What follows belongs to an exercise in optimizing a design on an open flow for small area, a short achievable clock period and few clock cycles; a production flow would make more cautious choices.
RTL that was checked went through simulation tests only; none was proved equivalent to the original.
Power and IR drop assume default switching activity.

Setup of exp/onyx:
==> flow/design.v (excerpt) <==
module divider1(quotient, valid_out, divisor, dividend, valid_in, rst, clk);
For scale: ~3600 cells after synthesis, ~220 flip-flops, about 27000 um2 of cells after synthesis.
clock: 32.0 ns
lec_check: 0
cap_margin: 20
core_margin: 2
core_utilization: 40
cts_buf_list: sky130_fd_sc_hd__clkbuf_8
cts_cluster_size: 30
slew_margin: 20
synth_hierarchical: 1
standard.sh (not shown) runs the stock make flow with config.mk's settings and CLKGATE_MAP_FILE= SYNTH_SCRIPT=/design/flow/synth_recipe.tcl, a recipe that flattens the netlist after the stock synthesis.
==> flow/flow/run.sh <==
#!/bin/bash
# Own flow: the standard layout (standard synthesis, floorplan, placement,
# CTS, routing); only the timing repair is asked to leave a setup margin,
# and port buffers use another buffer cell. Clock and constraints unchanged.
set -e
bash standard.sh SETUP_SLACK_MARGIN=21.5 "BUFFER_PORTS_ARGS=-buffer_cell sky130_fd_sc_hd__buf_1" finish > standard_finish.log 2>&1
Looking at the reports, exp/onyx completed the entire flow and the layout it produced met the timing, DRC and antenna checks.
Testbench counts of exp/onyx, summed over its fixed seeds: cycles 6,098.
### exp/onyx -> exp/nickel
Settings: removing CTS_CLUSTER_SIZE (formerly 30); removing CTS_BUF_LIST (formerly sky130_fd_sc_hd__clkbuf_8).
## What came out
Summary of exp/nickel over exp/onyx: worst setup slack moved up, non-clock buffer count moved down.
Going from exp/onyx to exp/nickel, switching part of the total power shrinks by 0.68 points.
Final instance area: exp/onyx vs exp/nickel, no meaningful difference
Compared to exp/onyx, exp/nickel has clock tree buffer count of the final layout 12 lower.
Between exp/onyx and exp/nickel, the flow reports routed length on met1 decreasing slightly.
Higher total global routing track utilization was reported by exp/onyx, not exp/nickel.
Re synthesized cell count: no difference whatsoever between exp/nickel and exp/onyx.
Input changes introduced in exp/quartz (baseline for comparison: exp/nickel):
Settings: changing CORE_UTILIZATION from 40 to 50; setting PLACE_DENSITY to 0.7 for the first time.
Lower total buffers and inverters traversed by the critical path among exp/nickel and exp/quartz: exp/nickel
When exp/quartz is set beside exp/nickel, its sequential share of layout area turns out to be 0.19 points larger.
Relative to exp/nickel, the maximum single-stage delay on the critical path of exp/quartz is lower by 0.11 ns.
exp/quartz does better than exp/nickel on wire length after detailed routing.
Compared with exp/nickel, exp/quartz instantiates a smaller number of standard cells.
exp/quartz vs exp/nickel — design area dropped slightly
Input changes introduced in exp/umber (baseline for comparison: exp/quartz):
Settings: PLACE_DENSITY now 0.8, was 0.7; CORE_UTILIZATION now 40, was 50.
[summary]
Having completed the whole flow, exp/umber delivered a layout that passed the timing, DRC and antenna checks.
Global-route usage over all layers sits lower in exp/umber than in exp/quartz.
Share of cell area taken by flip-flops and latches: exp/quartz vs exp/umber, no meaningful difference
Between exp/umber and exp/quartz, it is exp/umber whose worst slack on hold paths is lower, by 0.019 ns.
exp/umber and exp/quartz ended up with roughly the same combinational power.

divider1, a different RTL version from the one above (not shown whole).
Size: ~3600 cells after synthesis, ~200 I/O pins, roughly 28000 um2 of cells after synthesis.
clock: 32.0 ns
lec_check: 0
cap_margin: 20
core_margin: 2
core_utilization: 40
slew_margin: 20
synth_hierarchical: 1
==> flow/flow/run.sh <==
#!/bin/bash
# Own flow: the standard layout (standard synthesis, floorplan, placement,
# CTS, routing); only the timing repair is asked to leave a setup margin,
# and port buffers use another buffer cell. Clock and constraints unchanged.
set -e
bash standard.sh SETUP_SLACK_MARGIN=21 "BUFFER_PORTS_ARGS=-buffer_cell sky130_fd_sc_hd__buf_1" finish > standard_finish.log 2>&1
==> next run, changes <==
==> flow/flow/run.sh (replaced) <==
#!/bin/bash
# Own flow: the standard layout (standard synthesis, floorplan, placement,
# CTS, routing); only the timing repair is asked to leave a setup margin,
# and port buffers use another buffer cell. Clock and constraints unchanged.
set -e
bash standard.sh SETUP_SLACK_MARGIN=21 "BUFFER_PORTS_ARGS=-buffer_cell sky130_fd_sc_hd__buf_2" finish > standard_finish.log 2>&1
Result: Cell count stays flat. Worst setup slack gets worse by 0.024 ns. Clock-buffer cell count goes down by 7.
Function was not checked in any run of this note: the RTL went through the layout flow alone.

## port drivers added, routing unchanged
The results above use ideal ports. As a check the final layouts listed here were re-extracted and re-timed, cells and wires unchanged. Step 1 assumes that a clkbuf_16 drives the clock port and a buf_2 every other input. Step 2, shift: input delay + t, output delay - t, t = (earliest + latest rising clock arrival at the registers) / 2. This alone moves slack from input paths to output paths. Three values: no drivers, after step 1, after step 2; two values: the first two.
run	t (ns)	setup slack, ns	latest minus earliest clock arrival (ns)	worst register clock-pin slew, ns	worst data-port slew with drivers (ns)
exp/onyx	0.697	21.734 / 21.760 / 21.064	0.061 / 0.061	0.08 / 0.08	0.11
exp/nickel	0.652	21.747 / 21.747 / 21.133	0.033 / 0.032	0.07 / 0.07	0.11
exp/quartz	0.639	21.701 / 21.701 / 21.149	0.018 / 0.019	0.07 / 0.07	0.07
exp/umber	0.643	21.640 / 21.640 / 21.131	0.029 / 0.029	0.07 / 0.07	0.12
the first run of note 2	0.654	21.220 / 21.220 / 20.835	0.034 / 0.034	0.06 / 0.06	0.12
the second run of note 2	0.652	21.196 / 21.196 / 21.055	0.023 / 0.022	0.07 / 0.07	0.12
After both steps every run listed still meets setup and hold. For exp/onyx, which loses most, drivers alone change the setup slack by +0.026 ns; drivers and shift together by -0.670 ns.
